Source: an optimization exercise on an open RTL-to-GDS flow (aim: small area, a short achievable clock period and few clock cycles). Production flows keep margins and buffers that such runs may drop.
In this exercise RTL edits were held to simulation tests only and were not proved equivalent to the original.
Power and IR drop assume default switching activity.

### flow/config.mk
export PLATFORM = sky130hd
export DESIGN_NAME = rv32i_core
export DESIGN_NICKNAME = rv32i_core
export VERILOG_FILES = /design/flow/design.v
export SDC_FILE = /design/flow/constraint.sdc
export NUM_CORES = 4
export LEC_CHECK = 0
export CAP_MARGIN = 20
export CORE_MARGIN = 2
export CORE_UTILIZATION = 35
export CTS_BUF_LIST = sky130_fd_sc_hd__clkbuf_16
export CTS_CLUSTER_DIAMETER = 120
export CTS_CLUSTER_SIZE = 24
export PLACE_DENSITY = 0.5
export SLEW_MARGIN = 20
### flow/constraint.sdc
create_clock -name core_clock -period 10.0 [get_ports {clk}]
set_input_delay 2.0000 -clock core_clock [delete_from_list [all_inputs] [get_ports {clk}]]
set_output_delay 2.0000 -clock core_clock [all_outputs]
set_load 0.01 [all_outputs]
### flow/design.v
module rv32i_core (
  input         clk,
  input         rst_n,
  output [31:0] imem_addr,
  input  [31:0] imem_rdata,
  output        dmem_valid,
  output        dmem_we,
  output [31:0] dmem_addr,
  output [31:0] dmem_wdata,
  output [3:0]  dmem_wstrb,
  input  [31:0] dmem_rdata,
  output        halted
);
  reg [31:0] rf [1:31];
  reg [31:0] fpc;         
  reg [15:0] bht;         
  reg        d_v;         
  reg [31:0] d_ir;
  reg [31:0] d_pc;
  reg        d_pred;      
  reg [31:1] d_s1;        
  reg        d_h1, d_h2;  
  reg        p_ldst, p_st, p_jalr, p_sll, p_sub, p_sgn, p_useb;
  reg        halt_r;      
  reg        x_wen;       
  reg        x_br, x_ld, x_st, x_halt;
  reg [31:0] x_a;         
  reg [31:0] x_b;         
  reg [1:0]  x_ba;        
  reg [31:0] x_c;         
  reg        x_pred;      
  reg        x_back;      
  reg [3:0]  x_bi;        
  reg        x_late;      
  reg [4:0]  x_rd;
  reg        x_sra;       
  reg [4:0]  x_sh;        
  reg [2:0]  x_f3;
  reg        x_rsum, x_rsub, x_rsll, x_rslt, x_rxor, x_rsr, x_ror, x_rand, x_rld, x_rc;
  wire [31:0] sum;
  wire        cout;
  add32 u_alu_add (.a(x_a), .b(x_b), .cin(1'b0), .s(sum), .cout(cout));
  wire        ltu = cout;                        
  wire        eq  = &(x_a ^ x_b);                
  wire        taken = (x_f3[2] ? ltu : eq) ^ x_f3[0];
  wire        mispredict = x_br & (taken ^ x_pred);
  wire        sh_fill = x_sra & x_a[31];
  wire [31:0] sh_r = $signed({sh_fill, x_a}) >>> x_sh;
  reg  [31:0] sh_rev;
  integer k;
  always @* begin
    for (k = 0; k < 32; k = k + 1) sh_rev[k] = sh_r[31-k];
  end
  wire [1:0]  ba = x_ba;
  wire [31:0] ld_sh = dmem_rdata >> {ba, 3'b000};
  reg  [31:0] ld_val;
  always @* begin
    case (x_f3[1:0])
      2'b00:   ld_val = {{24{ld_sh[7]  & ~x_f3[2]}}, ld_sh[7:0]};
      2'b01:   ld_val = {{16{ld_sh[15] & ~x_f3[2]}}, ld_sh[15:0]};
      default: ld_val = ld_sh;
    endcase
  end
  wire [31:0] wdata =
      ({32{x_rsum}}  & sum)
    | ({32{x_rsub}}  & ~sum)
    | ({32{x_rsll}}  & sh_rev)
    | ({32{x_rslt}}  & {31'b0, ltu})
    | ({32{x_rxor}}  & (x_a ^ x_b))
    | ({32{x_rsr}}   & sh_r)
    | ({32{x_ror}}   & (x_a | x_b))
    | ({32{x_rand}}  & (x_a & x_b))
    | ({32{x_rld}}   & ld_val)
    | ({32{x_rc}}    & x_c);
  assign imem_addr  = fpc;
  assign dmem_valid = x_ld | x_st;
  assign dmem_we    = x_st;
  assign dmem_addr  = x_a;
  assign dmem_wdata = (x_f3[1:0] == 2'b00) ? {4{x_c[7:0]}} :
                      (x_f3[1:0] == 2'b01) ? {2{x_c[15:0]}} : x_c;
  assign dmem_wstrb = (x_f3[1:0] == 2'b00) ? (4'b0001 << ba) :
                      (x_f3[1:0] == 2'b01) ? (ba[1] ? 4'b1100 : 4'b0011) : 4'b1111;
  assign halted = halt_r | x_halt;
  wire [31:0] in = d_ir;
  wire [6:0]  op = in[6:0];
  wire [2:0]  f3 = in[14:12];
  wire [4:0]  rs1 = in[19:15];
  wire [4:0]  rs2 = in[24:20];
  wire d_lui   = (op == 7'b0110111);
  wire d_auipc = (op == 7'b0010111);
  wire d_jal   = (op == 7'b1101111);
  wire d_jalr  = (op == 7'b1100111);
  wire d_br    = (op == 7'b1100011);
  wire d_ld    = (op == 7'b0000011);
  wire d_st    = (op == 7'b0100011);
  wire d_opi   = (op == 7'b0010011);
  wire d_op    = (op == 7'b0110011);
  wire d_known = d_lui | d_auipc | d_jal | d_jalr | d_br | d_ld | d_st | d_opi | d_op;
  wire d_alu   = d_op | d_opi;
  wire [31:0] imm_i = {{20{in[31]}}, in[31:20]};
  wire [31:0] imm_s = {{20{in[31]}}, in[31:25], in[11:7]};
  wire [31:0] imm_b = {{20{in[31]}}, in[7], in[30:25], in[11:8], 1'b0};
  wire [31:0] imm_u = {in[31:12], 12'b0};
  wire [31:0] imm_j = {{12{in[31]}}, in[19:12], in[20], in[30:21], 1'b0};
  reg [31:0] rd1, rd2;
  integer r;
  always @* begin
    rd1 = 32'b0;
    rd2 = 32'b0;
    for (r = 1; r < 32; r = r + 1) begin
      rd1 = rd1 | ({32{d_s1[r]}} & rf[r]);
      rd2 = rd2 | ({32{rs2 == r}} & rf[r]);
    end
  end
  wire hit1 = x_wen & d_h1;
  wire hit2 = x_wen & d_h2;
  wire [31:0] v1 = hit1 ? wdata : rd1;
  wire [31:0] v2 = hit2 ? wdata : rd2;
  wire [31:0] base = hit1 ? x_c : rd1;
  wire [31:0] addr;
  add32 u_addr_add (.a(base), .b(p_st ? imm_s : imm_i), .cin(1'b0), .s(addr), .cout());
  wire        d_usebase = p_ldst | p_jalr;
  wire        stall = d_v & d_usebase & hit1 & x_late;
  wire [31:0] dpc4 = d_pc + 32'd4;
  wire [31:0] dtgt;
  add32 u_tgt_add (.a(d_pc), .b(d_br ? imm_b : imm_u), .cin(1'b0), .s(dtgt), .cout());
  wire halt_next = halt_r | x_halt;
  wire go = d_v & ~halt_next & ~mispredict & ~stall;
  wire redirect_d = go & p_jalr;
  wire d_sub  = d_br | (d_op & (f3 == 3'b000) & in[30]) | (d_alu & (f3[2:1] == 2'b01));
  wire d_sgn  = (d_br & ~f3[1]) | (d_alu & (f3 == 3'b010));    
  reg  [31:0] v1_rev;
  always @* begin
    for (r = 0; r < 32; r = r + 1) v1_rev[r] = v1[31-r];
  end
  wire d_sll = d_alu & (f3 == 3'b001);
  wire [31:0] a_n = p_ldst ? addr : p_sll ? v1_rev : (v1 ^ {p_sub ^ p_sgn, {31{p_sub}}});
  wire [31:0] b_n = p_useb ? v2 : imm_i;
  wire [31:0] b_x = {b_n[31] ^ p_sgn, b_n[30:0]};
  wire [31:0] c_n = d_st ? v2 :
                    (d_jal | d_jalr | d_pred) ? dpc4 :
                    d_lui ? imm_u : dtgt;
  wire [31:0] fin = imem_rdata;
  wire [6:0]  fop = fin[6:0];
  wire [2:0]  ff3 = fin[14:12];
  wire f_brop = (fop == 7'b1100011);
  wire f_ld   = (fop == 7'b0000011);
  wire f_st   = (fop == 7'b0100011);
  wire f_op   = (fop == 7'b0110011);
  wire f_alu  = f_op | (fop == 7'b0010011);
  wire f_jal  = (fin[6:0] == 7'b1101111);
  wire f_agree = bht[fpc[5:2]];
  wire f_pred = (fin[6:0] == 7'b1100011) & (fin[31] ~^ f_agree);
  wire        f_s = fin[31];
  wire [12:0] lo_b;
  wire [20:0] lo_j;
  wire [19:0] hb_inc, hb_dec;
  wire [11:0] hj_inc, hj_dec;
  addks #(.W(12), .L(4)) u_lob (.a(fpc[11:0]), .b({fin[7], fin[30:25], fin[11:8], 1'b0}), .s(lo_b[11:0]), .cout(lo_b[12]));
  addks #(.W(20), .L(5)) u_loj (.a(fpc[19:0]), .b({fin[19:12], fin[20], fin[30:21], 1'b0}), .s(lo_j[19:0]), .cout(lo_j[20]));
  incdec #(.W(20)) u_hb (.a(fpc[31:12]), .inc(hb_inc), .dec(hb_dec));
  incdec #(.W(12)) u_hj (.a(fpc[31:20]), .inc(hj_inc), .dec(hj_dec));
  wire [19:0] hb = (lo_b[12] == f_s) ? fpc[31:12] : lo_b[12] ? hb_inc : hb_dec;
  wire [11:0] hj = (lo_j[20] == f_s) ? fpc[31:20] : lo_j[20] ? hj_inc : hj_dec;
  wire [31:0] ftgt_b = {hb, lo_b[11:0]};
  wire [31:0] ftgt_j = {hj, lo_j[19:0]};
  wire [31:0] fpc4 = fpc + 32'd4;
  wire replay = stall & ~mispredict & ~halt_next;
  wire [31:0] fpc_next = mispredict ? x_c :
                         replay     ? d_pc :
                         redirect_d ? {addr[31:1], 1'b0} :
                         f_jal ? ftgt_j : f_pred ? ftgt_b : fpc4;
  always @(posedge clk or negedge rst_n) begin
    if (!rst_n) begin
      fpc    <= 32'b0;
      d_v    <= 1'b0;
      halt_r <= 1'b0;
      x_wen  <= 1'b0;
      x_br   <= 1'b0;
      x_ld   <= 1'b0;
      x_st   <= 1'b0;
      x_halt <= 1'b0;
    end else begin
      fpc    <= fpc_next;
      d_v    <= ~(mispredict | replay | redirect_d | halt_next);
      halt_r <= halt_next;
      x_wen  <= go & (in[11:7] != 5'd0) & (d_lui | d_auipc | d_jal | d_jalr | d_ld | d_alu);
      x_br   <= go & d_br;
      x_ld   <= go & d_ld;
      x_st   <= go & d_st;
      x_halt <= go & ~d_known;
    end
  end
  always @(posedge clk) begin
    d_ir   <= fin;
    d_pc   <= fpc;
    d_pred <= f_pred;
    p_ldst <= f_ld | f_st;
    p_st   <= f_st;
    p_jalr <= (fop == 7'b1100111);
    p_sll  <= f_alu & (ff3 == 3'b001);
    p_sub  <= f_brop | (f_op & (ff3 == 3'b000) & fin[30]) | (f_alu & (ff3[2:1] == 2'b01));
    p_sgn  <= (f_brop & ~ff3[1]) | (f_alu & (ff3 == 3'b010));
    p_useb <= f_op | f_brop;
    for (r = 1; r < 32; r = r + 1) d_s1[r] <= (fin[19:15] == r);
    d_h1   <= (fin[19:15] == in[11:7]);
    d_h2   <= (fin[24:20] == in[11:7]);
  end
  always @(posedge clk) begin
    x_a      <= a_n;
    x_ba     <= addr[1:0];
    x_b      <= b_x;
    x_c      <= c_n;
    x_pred   <= d_pred;
    x_back   <= in[31];
    x_bi     <= d_pc[5:2];
    x_late   <= d_alu | d_ld;
    x_rd     <= in[11:7];
    x_sra    <= in[30] & ~d_sll;
    x_sh     <= d_op ? v2[4:0] : in[24:20];
    x_f3     <= f3;
    x_rsum   <= d_alu & (f3 == 3'b000) & ~d_sub;
    x_rsub   <= d_alu & (f3 == 3'b000) & d_sub;
    x_rsll   <= d_sll;
    x_rslt   <= d_alu & (f3[2:1] == 2'b01);
    x_rxor   <= d_alu & (f3 == 3'b100);
    x_rsr    <= d_alu & (f3 == 3'b101);
    x_ror    <= d_alu & (f3 == 3'b110);
    x_rand   <= d_alu & (f3 == 3'b111);
    x_rld    <= d_ld;
    x_rc     <= d_lui | d_auipc | d_jal | d_jalr;
  end
  wire        agreed = taken ~^ x_back;
  always @(posedge clk or negedge rst_n) begin
    if (!rst_n)    bht <= 16'hFFFF;
    else if (x_br) bht[x_bi] <= agreed;
  end
  integer w;
  always @(posedge clk) begin
    for (w = 1; w < 32; w = w + 1)
      if (x_wen && x_rd == w) rf[w] <= wdata;
  end
endmodule
module add32 (
  input  [31:0] a,
  input  [31:0] b,
  input         cin,
  output [31:0] s,
  output        cout
);
  wire [31:0] p0 = a ^ b;
  wire [31:0] g0 = a & b;
  wire [31:0] g [0:5];
  wire [31:0] p [0:5];
  assign g[0] = {g0[31:1], g0[0] | (p0[0] & cin)};
  assign p[0] = p0;
  genvar l, i;
  generate
    for (l = 0; l < 5; l = l + 1) begin : lvl
      for (i = 0; i < 32; i = i + 1) begin : bt
        if (i >= (1 << l)) begin : op
          assign g[l+1][i] = g[l][i] | (p[l][i] & g[l][i - (1 << l)]);
          assign p[l+1][i] = p[l][i] & p[l][i - (1 << l)];
        end else begin : pass
          assign g[l+1][i] = g[l][i];
          assign p[l+1][i] = p[l][i];
        end
      end
    end
  endgenerate
  wire [32:0] c = {g[5], cin};
  assign s = p0 ^ c[31:0];
  assign cout = c[32];
endmodule
module addks #(parameter W = 12, parameter L = 4) (
  input  [W-1:0] a,
  input  [W-1:0] b,
  output [W-1:0] s,
  output         cout
);
  wire [W-1:0] p0 = a ^ b;
  wire [W-1:0] g [0:L];
  wire [W-1:0] p [0:L];
  assign g[0] = a & b;
  assign p[0] = p0;
  genvar l, i;
  generate
    for (l = 0; l < L; l = l + 1) begin : lvl
      for (i = 0; i < W; i = i + 1) begin : bt
        if (i >= (1 << l)) begin : op
          assign g[l+1][i] = g[l][i] | (p[l][i] & g[l][i - (1 << l)]);
          assign p[l+1][i] = p[l][i] & p[l][i - (1 << l)];
        end else begin : pass
          assign g[l+1][i] = g[l][i];
          assign p[l+1][i] = p[l][i];
        end
      end
    end
  endgenerate
  assign s = p0 ^ {g[L][W-2:0], 1'b0};
  assign cout = g[L][W-1];
endmodule
module incdec #(parameter W = 12) (
  input  [W-1:0] a,
  output [W-1:0] inc,
  output [W-1:0] dec
);
  genvar i;
  generate
    for (i = 0; i < W; i = i + 1) begin : bt
      if (i == 0) begin : lsb
        assign inc[i] = ~a[i];
        assign dec[i] = ~a[i];
      end else begin : msb
        assign inc[i] = a[i] ^ (&a[i-1:0]);
        assign dec[i] = a[i] ^ ~(|a[i-1:0]);
      end
    end
  endgenerate
endmodule
### flow/flow/run.sh
#!/bin/bash
set -euo pipefail
bash standard.sh SETUP_SLACK_MARGIN=6 finish > standard_flow.log 2>&1
### flow/standard.sh
#!/bin/bash
# synth_recipe.tcl (not shown) runs the flow's synth.tcl, then flattens the netlist and writes it again
# the make line also repeats each setting of config.mk as NAME=value (left out here)
make -C /OpenROAD-flow-scripts/flow DESIGN_CONFIG=/design/flow/config.mk WORK_HOME=/design/flow/orfs CLKGATE_MAP_FILE= SYNTH_SCRIPT=/design/flow/synth_recipe.tcl "${@:-finish}"
==> flow_metrics.py, run 1 <==
metrics = {
    "status": {
        "status": "complete, no violations",
    },
    "floorplanning": {
        "num_rows": 158,
        "die_w_um": 436.4,
        "design.core.area_mm2": 0.1856,
        "die_area_mm2": 0.1905,
        "start_util_pct": 35.26,
        "fp.dieH_um": 436.4,
        "io_pins": 169,
    },
    "logic_synthesis": {
        "syn_inst": 5648,
        "synth_top_area_share_pct": 45.51,
        "ys_ff_latch": 1281,
        "ys_types": 102,
        "synth_top_flop_cell": "edfxtp_1",
        "async_flop_share_pct": 4.294,
        "synth_area_leaders": "edfxtp_1 46%, dfxtp_1 7.2%, a221oi_1 5.2%, a22o_1 4.3%, a22oi_1 3.8%",
        "yosys.cell_count.top_type": "edfxtp_1",
        "seq_area_frac_synth_pct": 54.80,
        "synth_warnings": 5,
        "synth_area_mm2": 0.06545,
        "syn_nets": 5874,
        "yosysTopAreaCell": "edfxtp_1",
        "ys_top_cells_by_count": "992 x edfxtp_1, 388 x a221oi_1, 379 x nand2_1",
        "avgSynthCellArea_um2": 11.59,
        "synth_edf_count": 992,
    },
    "routing": {
        "drt_iter0_drc": 12567,
        "vias": 63523,
        "via_per_inst": 7.318,
        "routed_wl_um": 398200,
        "drc_errors": 0,
        "drt-pass1-iter-count": 14,
        "ant_nets": 0,
        "wl_per_cell_um": 45.87,
    },
    "power": {
        "comb_power_share_pct": 31.9,
        "vdd_drop_max_mv": 0.1219,
        "clkPwrFrac_pct": 22.2,
        "swShare_pct": 36.97,
        "power_density_mw_per_mm2": 175.8,
        "p_sw_uw": 5361,
        "seqPwrFrac_pct": 45.9,
        "p_int_uw": 9139,
        "leakage_uw": 0.02868,
    },
    "flow_run": {
        "cap_viol_max_count": 0,
    },
    "global_routing": {
        "grt_pass1_wl_um": 522100,
        "antenna_found_initial": 33,
        "overflow": 0,
        "grt_pass1_vias": 58254,
        "grtUsageTotal_pct": 39.90,
        "grt_max_degree": 61,
    },
    "setup_path": {
        "cp_data_arrival_time_ps": 4980,
        "cp_slowest_stage_delay_ps": 550,
        "ff2ff_path_depth": 19,
        "endpoint_kind": "register",
        "crit_chain": "and2_4 > buf_12 > buf_4 > a21oi_1 > nand3_1 > or4_4 > o21a_1 > ha_4 > nand2_1 > nand2_1 > a21o_1 > a21oi_2 > nand3b_1 > a211o_4 > a211oi_4 > buf_4 > o21ai_0 > nand3b_1 > a31oi_1",
        "path_max_fanout": 7,
        "crit_required_ps": 10630,
        "crit_path_start_kind": "register",
        "cpMaxStageDelayCell": "or4_4",
        "crit_type": "reg -> reg",
    },
    "finish": {
        "finalInstanceArea_mm2": 0.08246,
        "fill_cells": 16994,
        "fin_nets": 6367,
        "areaGrowthSynthToFinish_pct": 25.99,
        "drive_gt1_share_pct": 26.48,
    },
    "place": {
        "dp_hpwl_um": 221800,
        "place.gp.congestion": 0.9887,
        "portBuffers": 168,
        "dpl_cell_area_mm2": 0.07095,
    },
    "clock_tree": {
        "cts_tree": "built",
        "path_clk_slew_ps": 110,
        "htree_levels": 3,
        "clk_latency_ps": 800,
        "clockBufferDepth": 3,
        "cts_made_buffers": 66,
        "cts.sinks": 1281,
        "clock-root-buffer": "clkbuf_16",
    },
    "timing": {
        "setup_tns_ps": 0,
        "finalHoldViolations": 0,
        "drv_slew": 0,
        "min_period_over_period_pct": 43.48,
        "relSlewSlack_pct": 16.29,
        "clock_skew_ps": 74.60,
        "worst_pin_slew_ps": 1256,
        "setup-violations-final": 0,
        "rsz0062_at_grt": "yes",
        "period_minus_slack_ps": 4348,
        "max_freq_mhz": 230.0,
    },
    "min_path": {
        "hold_path_class": "reg -> reg",
        "min_path_cells": 0,
    },
}
-- routing by layer --
metal / part of all wire [%] / track usage (%) / vias to the layer above
li1: - / - / 23756
met1: 34 / 47.53 / 31457
met2: 40 / 56.19 / 6353
met3: 16 / 18.10 / 1929
met4: 9.6 / 29.47 / 28
met5: 0.24 / 0.9325 / -
-- worst max-delay path, delay by kind of cell (launching register included) --
family / cells / cell delay (ps)
buf+inv: 3 / 470
simple gates: 7 / 1530
fa+ha+maj: 1 / 350
compound gates: 8 / 1440
flops: 1 / 420
-- cells by family (layout without fill, tap and decap cells) --
kind of cell / count (synthesis) / count (layout) / synth area share, %
mux: 183 / 184 / 3.730
other cells: 0 / 26 / 0
flops: 1281 / 1281 / 54.80
fa+ha+maj: 160 / 160 / 3.116
simple gates: 1323 / 1331 / 9.866
compound gates: 2001 / 2008 / 23.03
buf+inv: 536 / 1046 / 3.263
xor+xnor: 164 / 164 / 2.195
-- metrics by stage --
step / instances / hold slack, ps / setup slack [ps] / power [uW] / utilization [%]
final: 8680 / 458.2 / 5652 / 14500 / 44.42
after global routing: 8658 / 469.1 / 5603 / 14760 / 44.39
after CTS: 8544 / 459.9 / 5794 / 13940 / 43.22
after detailed placement: 8089 / 437.2 / 3938 / 10090 / 38.22
after global placement: 8085 / 446.2 / 3616 / 10090 / 38.17
after floorplan: 5648 / 380.2 / 5354 / 8311 / -
-- power by group through the flow --
stage	clock (uW)	sequential, uW	combinational, uW
after global placement	0	6750	3340
after CTS	3190	6610	4140
final	3210	6660	4630
after detailed placement	0	6740	3350
after floorplan	0	6280	2030
after global routing	3350	6640	4770
-- sequential cells by signal, summed over array words and instances (netlist names), 31 cells and up --
name / count
d_s1: 31
x_c: 32
fpc: 32
x_b: 32
rf: 992
d_ir: 32
x_a: 32
d_pc: 32
-- repair_timing --
item                                    4_1_cts  5_1_grt
hold buffers                                  0        0
setup buffers                               316      105
hold endpoints to repair                      0        0
endpoints found under the setup margin      908      274
gates resized for setup                     954      316
gates cloned                                 38        3
pin swaps                                   216      189
-- final cells by class --
cell class	instances	area (um^2)	area share [%]
clock inverter	34	271.5	0.3293
tap	2480	3103	3.763
inverter	140	555.5	0.6737
multi-input combinational	3847	32260	39.12
timing repair buffer	803	8302	10.07
antenna	26	65.06	0.07890
sequential	1281	36210	43.92
clock buffer	67	1677	2.033
timing repair inverter	2	12.51	0.01517
-- worst paths after layout --
kind                             start      end  slack [ps]
worst max-delay path             x_wen  fpc[30]        5650
worst min-delay path            fpc[0]  d_pc[0]         460
worst max register to register   x_wen  fpc[30]        5650
worst min register to register  fpc[0]  d_pc[0]         460
max in group asynchronous        rst_n   fpc[4]        7930
min in group asynchronous        rst_n     x_br        1440
-- placed cells by master, fill, tap and decap left out, drive strengths merged, types with 26 or more instances in the layout --
cell type	instances
dfrtp	39
a31oi	45
xnor2	80
a221o	27
ha	155
mux2i	96
a22oi	329
dlygate4sd2	28
nor2	287
o22ai	58
and2	38
a21oi	204
edfxtp	992
xor2	84
inv	161
clkdlybuf4s50	100
nand4	124
o21ai	237
dfxtp	234
buf	629
mux4	42
nand3	205
nand2b	29
a221oi	391
a22o	320
o21a	46
o211ai	48
clkbuf	83
a211oi	45
a21o	77
mux2	46
or4	39
diode	26
nand2	379
nor3	79
Testbench counts, summed over its fixed seeds: cycles 75,955.
==> run 2, diff against run 1 <==
==> flow/flow/run.sh (replaced) <==
#!/bin/bash
set -euo pipefail
bash standard.sh SETUP_SLACK_MARGIN=7 finish > standard_flow.log 2>&1
==> run 2 against run 1 <==
  * First-iteration DRC count up 9.1%
  * Combinational power up about 30%
  * Register-to-register slack worse by 40 ps
  * Design area is 12% higher
  * Clock power about the same
  * Sequential share of layout area shrank 4.5 points
  * Cell count increased by 5.7%
  * Count of clock-buffer cells in the layout is the same
  * Critical path type unchanged
==> flow_metrics.py, run 2 <==
metrics = {
    "global_routing": {
        "grt_pass1_wl_um": 542900,
        "grtUsageTotal_pct": 41.61,
        "grt_pass1_vias": 61092,
        "antenna_found_initial": 25,
        "overflow": 0,
        "grt_max_degree": 56,
    },
    "finish": {
        "utilization_pct": 49.64,
        "most-common-layout-cells": "992 x edfxtp_1, 583 x buf_4, 352 x buf_6",
        "finalInstanceArea_mm2": 0.09215,
        "largest_register": "rf",
        "areaGrowthSynthToFinish_pct": 40.80,
        "final_common_cell": "edfxtp_1",
        "layout.cells.non_filler": 9179,
        "drive_gt1_share_pct": 38.40,
        "largest_reg_flops": 992,
        "fin_nets": 6885,
    },
    "routing": {
        "wl_per_cell_um": 45.46,
        "drc_errors": 0,
        "drt-pass1-iter-count": 8,
        "drt_iter0_drc": 13715,
        "via_per_inst": 7.302,
        "routed_wl_um": 417300,
        "ant_nets": 0,
        "vias": 67023,
    },
    "logic_synthesis": {
        "yosysTopAreaCell": "edfxtp_1",
        "avgSynthCellArea_um2": 11.59,
        "synth_area_leaders": "edfxtp_1 46%, dfxtp_1 7.2%, a221oi_1 5.2%, a22o_1 4.3%, a22oi_1 3.8%",
        "synth_warnings": 5,
        "ys_types": 102,
        "syn_nets": 5874,
        "ys_top_cells_by_count": "992 x edfxtp_1, 388 x a221oi_1, 379 x nand2_1",
        "syn_inst": 5648,
        "synth_top_area_share_pct": 45.51,
        "synth_top_flop_cell": "edfxtp_1",
        "async_flop_share_pct": 4.294,
        "synth_area_mm2": 0.06545,
        "synth_edf_count": 992,
        "ys_ff_latch": 1281,
        "yosys.cell_count.top_type": "edfxtp_1",
        "seq_area_frac_synth_pct": 54.80,
    },
    "floorplanning": {
        "design.core.area_mm2": 0.1856,
        "io_pins": 169,
        "num_rows": 158,
        "start_util_pct": 35.26,
        "die_w_um": 436.4,
        "fp.dieH_um": 436.4,
        "die_area_mm2": 0.1905,
    },
    "place": {
        "portBuffers": 168,
        "place.gp.congestion": 1.011,
        "dp_slack_ps": 4014,
        "dp_hpwl_um": 222400,
        "dpl_cell_area_mm2": 0.07214,
        "dp_cells": 8092,
    },
    "timing": {
        "worst_slack_ps": 5615,
        "relSlewSlack_pct": 13.08,
        "setup_tns_ps": 0,
        "setup-violations-final": 0,
        "min_period_over_period_pct": 43.85,
        "rsz0062_at_grt": "yes",
        "drv_slew": 0,
        "period_minus_slack_ps": 4385,
        "max_freq_mhz": 228.0,
        "finalHoldViolations": 0,
        "clock_skew_ps": 60.05,
        "worst_pin_slew_ps": 1301,
    },
    "power": {
        "vdd_drop_max_mv": 0.1313,
        "power_density_mw_per_mm2": 170.6,
        "leakage_uw": 0.03299,
    },
    "clock_tree": {
        "clock-root-buffer": "clkbuf_16",
        "cts_hold_buffers": 0,
        "cts_tree": "built",
        "htree_levels": 3,
        "path_clk_slew_ps": 110,
        "cts_made_buffers": 67,
        "clockBufferDepth": 3,
        "clk_latency_ps": 780,
        "cts.sinks": 1281,
    },
    "flow_run": {
        "cap_viol_max_count": 0,
    },
    "status": {
        "status": "complete, no violations",
    },
    "setup_path": {
        "cpMaxStageDelayCell": "or4_4",
        "ff2ff_path_depth": 18,
        "crit_required_ps": 10610,
        "cp_data_arrival_time_ps": 5000,
        "r2r_slack_ps": 5610,
        "crit_chain": "and2_4 > buf_12 > buf_12 > a21oi_4 > nand3_1 > or4_4 > o21a_1 > ha_4 > a211oi_2 > o21ai_1 > and3_4 > o21ai_4 > a21oi_4 > o2111ai_4 > nand3_2 > a31oi_4 > xnor2_2 > a221oi_2",
        "endpoint_kind": "register",
        "crit_type": "reg -> reg",
        "crit_path_start_kind": "register",
        "cp_slowest_stage_delay_ps": 640,
        "path_max_fanout": 7,
        "r2r-start": "x_wen",
        "r2r_end": "x_a[31]",
    },
    "min_path": {
        "hold_path_class": "reg -> reg",
        "worstHoldStart": "d_pc[0]",
        "min_path_cells": 2,
        "min_to": "x_c[0]",
    },
}
[run 2: cell count changes in the layout (fill, tap and decap cells not counted), moves of 43 or more]
| cell | change |
|---|---|
| buf_6 | +295 |
| buf_4 | +117 |
| clkdlybuf4s50_1 | -95 |
| buf_12 | +91 |
| o21ai_0 | -86 |
| o21ai_2 | +43 |
[run 2: power by group]
| group | internal (uW) | switching [uW] | total (uW) | leakage, uW |
|---|---|---|---|---|
| combinational | 2650 | 3350 | 6010 | 0.0205 |
| clock | 1260 | 1940 | 3200 | 0.000984 |
| sequential | 5950 | 561 | 6510 | 0.0115 |
[run 2: worst max-delay path: cells and delay by family (launching register included)]
kind	cells	cell delay [ps]
flip-flops	1	420
AO/OA/AOI/OAI	9	1810
adder cells (fa/ha/maj)	1	180
AND/OR/NAND/NOR	5	1330
XOR/XNOR	1	120
buffers and inverters	2	330
[run 2: per-stage QoR]
step	power, uW	hold WS (ps)
2_1_floorplan	8478	380.2
3_3_place_gp	10260	445.2
3_5_place_dp	10250	455.8
4_1_cts	14920	457.2
5_1_grt	15980	472.6
6_report	15720	463.3
[run 2: cell families after synthesis]
group,after synthesis,synth area share [%]
AO/OA/AOI/OAI,2001,23.03
XOR/XNOR,164,2.195
adder cells (fa/ha/maj),160,3.116
buffers and inverters,536,3.263
flip-flops,1281,54.80
multiplexers,183,3.730
AND/OR/NAND/NOR,1323,9.866
[run 2: layout make-up]
type	instances	area (um^2)
fill	15979	93480
sequential	1281	36300
multi-input combinational	3881	35390
timing repair buffer	1284	14790
tap	2480	3103
clock buffer	67	1677
inverter	140	583.1
clock inverter	26	246.5
antenna	16	40.04
timing repair inverter	4	30.03
[run 2: how the worst max path moves through the flow]
| stage | from | to | slack [ps] | cells after the start |
|---|---|---|---|---|
| final | x_wen | x_a[31] | 5610 | 18 |
| after global placement | imem_rdata[26] | fpc[23] | 3820 | 12 |
| after global routing | d_s1[27] | x_a[31] | 5580 | 19 |
| after CTS | x_wen | x_a[31] | 5830 | 17 |
| after detailed placement | imem_rdata[26] | fpc[23] | 4010 | 12 |
| after floorplan | imem_rdata[27] | fpc[18] | 5350 | 13 |
[run 2: per-layer routing]
metal  global-route usage (%)  vias to the layer above  share of wire, %
met5                    1.588                        -              0.26
met4                    29.69                       28               9.5
met3                    20.71                     2097                17
met2                    57.86                     6858                40
met1                    49.38                    33141                34
li1                         -                    24899                 -
[run 2: repair_timing]
item	4_1_cts	5_1_grt
buffers inserted	679	179
gates resized for setup	2093	464
cloned	99	20
endpoints found under the setup margin	1275	1253
pin swaps	346	274
==> run 3, diff against run 2 <==
==> flow/flow/run.sh (replaced) <==
#!/bin/bash
set -euo pipefail
bash standard.sh SETUP_SLACK_MARGIN=5.5 finish > standard_flow.log 2>&1
--- a/flow/config.mk
+++ b/flow/config.mk
@@ -8,8 +8,8 @@
 export CAP_MARGIN = 20
 export CORE_MARGIN = 2
-export CORE_UTILIZATION = 35
+export CORE_UTILIZATION = 40
 export CTS_BUF_LIST = sky130_fd_sc_hd__clkbuf_16
 export CTS_CLUSTER_DIAMETER = 120
 export CTS_CLUSTER_SIZE = 24
-export PLACE_DENSITY = 0.5
+export PLACE_DENSITY = 0.55
 export SLEW_MARGIN = 20
==> run 3 against run 2 <==
  * Non-clock buffer count is 800 lower
  * Register-to-register slack worse by 330 ps
  * Hold slack better by 23 ps
  * Area after synthesis stayed put
  * Still clean
==> flow_metrics.py, run 3 <==
metrics = {
    "status": {
        "status": "complete, no violations",
    },
    "timing": {
        "worst_slack_ps": 5282,
        "finalHoldViolations": 0,
        "drv_slew": 0,
        "setup-violations-final": 0,
        "rsz0062_at_grt": "yes",
        "clock_skew_ps": 119.3,
        "setup_tns_ps": 0,
        "relSlewSlack_pct": 20.33,
        "worst_pin_slew_ps": 1183,
        "period_minus_slack_ps": 4718,
        "min_period_over_period_pct": 47.18,
        "max_freq_mhz": 212.0,
    },
    "setup_path": {
        "cp_slowest_stage_delay_ps": 920,
        "cp_data_arrival_time_ps": 5300,
        "cpMaxStageDelayCell": "o21ai_0",
        "path_common_cell": "buf_4",
        "crit_type": "reg -> reg",
        "ff2ff_path_depth": 8,
        "crit_chain": "nand2b_1 > nor2_4 > buf_4 > a221oi_1 > nand4_1 > o22ai_1 > buf_4 > o21ai_0",
        "crit_path_start_kind": "register",
        "r2r_end": "x_sh[4]",
        "r2r_slack_ps": 5280,
        "r2r-start": "d_ir[21]",
        "endpoint_kind": "register",
        "cp-startpoint": "d_ir[21]",
        "crit_path_end": "x_sh[4]",
        "path_max_fanout": 22,
        "crit_required_ps": 10580,
    },
    "clock_tree": {
        "clk_latency_ps": 840,
        "htree_levels": 2,
        "cts_made_buffers": 61,
        "clockBufferDepth": 3,
        "clock-root-buffer": "clkbuf_16",
        "path_clk_slew_ps": 110,
        "cts_tree": "built",
        "cts_hold_buffers": 0,
        "cts.sinks": 1281,
    },
    "logic_synthesis": {
        "syn_nets": 5874,
        "async_flop_share_pct": 4.294,
        "synth_area_mm2": 0.06545,
        "ys_types": 102,
        "avgSynthCellArea_um2": 11.59,
        "yosys.cell_count.top_type": "edfxtp_1",
        "synth_area_leaders": "edfxtp_1 46%, dfxtp_1 7.2%, a221oi_1 5.2%, a22o_1 4.3%, a22oi_1 3.8%",
        "synth_edf_count": 992,
        "synth_top_area_share_pct": 45.51,
        "synth_top_flop_cell": "edfxtp_1",
        "seq_area_frac_synth_pct": 54.80,
        "ys_ff_latch": 1281,
        "yosysTopAreaCell": "edfxtp_1",
        "ys_top_cells_by_count": "992 x edfxtp_1, 388 x a221oi_1, 379 x nand2_1",
        "syn_inst": 5648,
        "synth_warnings": 5,
    },
    "finish": {
        "final_common_cell": "edfxtp_1",
        "drive_gt1_share_pct": 15.45,
        "areaGrowthSynthToFinish_pct": 14.83,
        "largest_register": "rf",
        "largest_reg_flops": 992,
        "most-common-layout-cells": "992 x edfxtp_1, 373 x nand2_1, 369 x a221oi_1",
        "fin_nets": 6029,
    },
    "floorplanning": {
        "io_pins": 169,
        "design.core.area_mm2": 0.1626,
        "die_w_um": 408.5,
        "fp.dieH_um": 408.5,
        "die_area_mm2": 0.1669,
        "num_rows": 148,
        "start_util_pct": 40.26,
    },
    "global_routing": {
        "grt_max_degree": 66,
        "antenna_found_initial": 30,
        "overflow": 0,
        "grtUsageTotal_pct": 40.06,
        "grt_pass1_vias": 55070,
        "grt_pass1_wl_um": 466000,
    },
    "routing": {
        "drc_errors": 0,
        "via_per_inst": 7.516,
        "routed_wl_um": 352400,
        "wl_per_cell_um": 43.89,
        "vias": 60340,
        "ant_nets": 0,
        "drt_iter0_drc": 12158,
        "drt-pass1-iter-count": 10,
    },
    "place": {
        "place.gp.congestion": 1.039,
        "dp_hpwl_um": 214900,
        "dp_slack_ps": 3980,
        "portBuffers": 168,
    },
    "min_path": {
        "hold_path_class": "reg -> reg",
        "min_path_cells": 2,
    },
    "power": {
        "power_density_mw_per_mm2": 178.2,
        "vdd_drop_max_mv": 0.1745,
        "leakage_uw": 0.02598,
    },
    "flow_run": {
        "cap_viol_max_count": 0,
    },
}
## run 3: worst max-delay path, delay by kind of cell (launching register included)
family / cells / cell delay [ps]
AO/OA/AOI/OAI: 3 / 1220
buffers and inverters: 2 / 930
flip-flops: 1 / 730
AND/OR/NAND/NOR: 3 / 1660
## run 3: power by group
group	internal [uW]	total, uW	leakage (uW)	switching (uW)
Combinational	1500	3750	0.0135	2250
Sequential	5920	6640	0.0115	718
Clock	1160	3010	0.000972	1850
Total	8580	13400	0.0260	4810
## run 3: cell families after synthesis
group / count (synthesis) / synth area share, %
flops: 1281 / 54.80
simple gates: 1323 / 9.866
xor+xnor: 164 / 2.195
mux: 183 / 3.730
fa+ha+maj: 160 / 3.116
buf+inv: 536 / 3.263
compound gates: 2001 / 23.03
## run 3: routing by layer
metal / vias to the layer above / global-route usage (%) / share of wire, %
li1: 23019 / - / -
met1: 29578 / 49.60 / 35
met2: 5989 / 58.16 / 41
met3: 1730 / 13.97 / 15
met4: 24 / 28.10 / 9.6
met5: - / 1.437 / 0.14
## run 3: area by class of cell
cell class	count	area, um^2
sequential	1281	36020
inverter	140	543.0
antenna	16	40.04
clock buffer	61	1526
clock inverter	36	287.8
tap	2175	2721
timing repair inverter	2	10.01
multi-input combinational	3833	29290
fill	14880	87430
timing repair buffer	484	4725
## run 3: worst min path at each step
stage | startpoint | endpoint | slack (ps)
global route | fpc[0] | d_pc[0] | 510
global placement | d_pc[0] | x_c[0] | 460
finish | d_pc[0] | x_c[0] | 490
detailed placement | d_pc[0] | x_c[0] | 460
floorplan | d_pred | x_pred | 380
CTS | d_pc[0] | fpc[0] | 480
## run 3: what timing repair did
| action | CTS | global route |
|---|---|---|
| pin swaps | 28 | 42 |
| buffers inserted | 48 | 51 |
| gates resized for setup | 247 | 200 |
| endpoints found under the setup margin | 235 | 139 |
| gates cloned | 2 | 7 |
## run 3: through the flow
step                instances  hold slack [ps]  total power, uW  utilization, %  instance area (um^2)
finish                   8028            486.6            13390           46.23                 75160
global route             8016            507.8            13670           46.21                 75130
CTS                      7953            480.3            13030           45.35                 73730
detailed placement       7806            457.4            10010           43.40                 70560
global placement         7797            459.1            10020           43.31                 70420
floorplan                5648            380.2             8294               -                 65530

==> what the ideal ports hide <==
No port has a modelled driver above. Below, the same layouts with a new extraction and two added sets of constraints.
Step 1 (the two cells are an assumption about what drives the block):
set clk [get_ports {clk}]
set_driving_cell -lib_cell sky130_fd_sc_hd__clkbuf_16 $clk
set_driving_cell -lib_cell sky130_fd_sc_hd__buf_2 [delete_from_list [all_inputs] $clk]
Step 2 adds t to the input delays and takes it off the output delays; t is the mean of the earliest and latest rising clock arrival at the registers after step 1. Input paths then give back, and output paths get back, about the clock's delay inside the block.
a / b / c = no drivers / after step 1 / after step 2; a / b = the first two.
| run | t, ns | setup WS [ns] | worst setup path after step 2 | latest minus earliest clock arrival (ns) | worst register clock-pin slew, ns |
|---|---|---|---|---|---|
| run 1 | 0.845 | 5.652 / 5.652 / 4.940 | input to register | 0.078 / 0.078 | 0.12 / 0.12 |
| run 2 | 0.840 | 5.615 / 5.615 / 4.971 | input to register | 0.060 / 0.060 | 0.11 / 0.11 |
| run 3 | 0.873 | 5.282 / 5.282 / 4.612 | input to register | 0.121 / 0.121 | 0.11 / 0.11 |
After both steps every run listed still meets setup and hold. The setup slack of run 1, which loses most, moves by 0.000 ns with the drivers and by -0.712 ns with both steps.
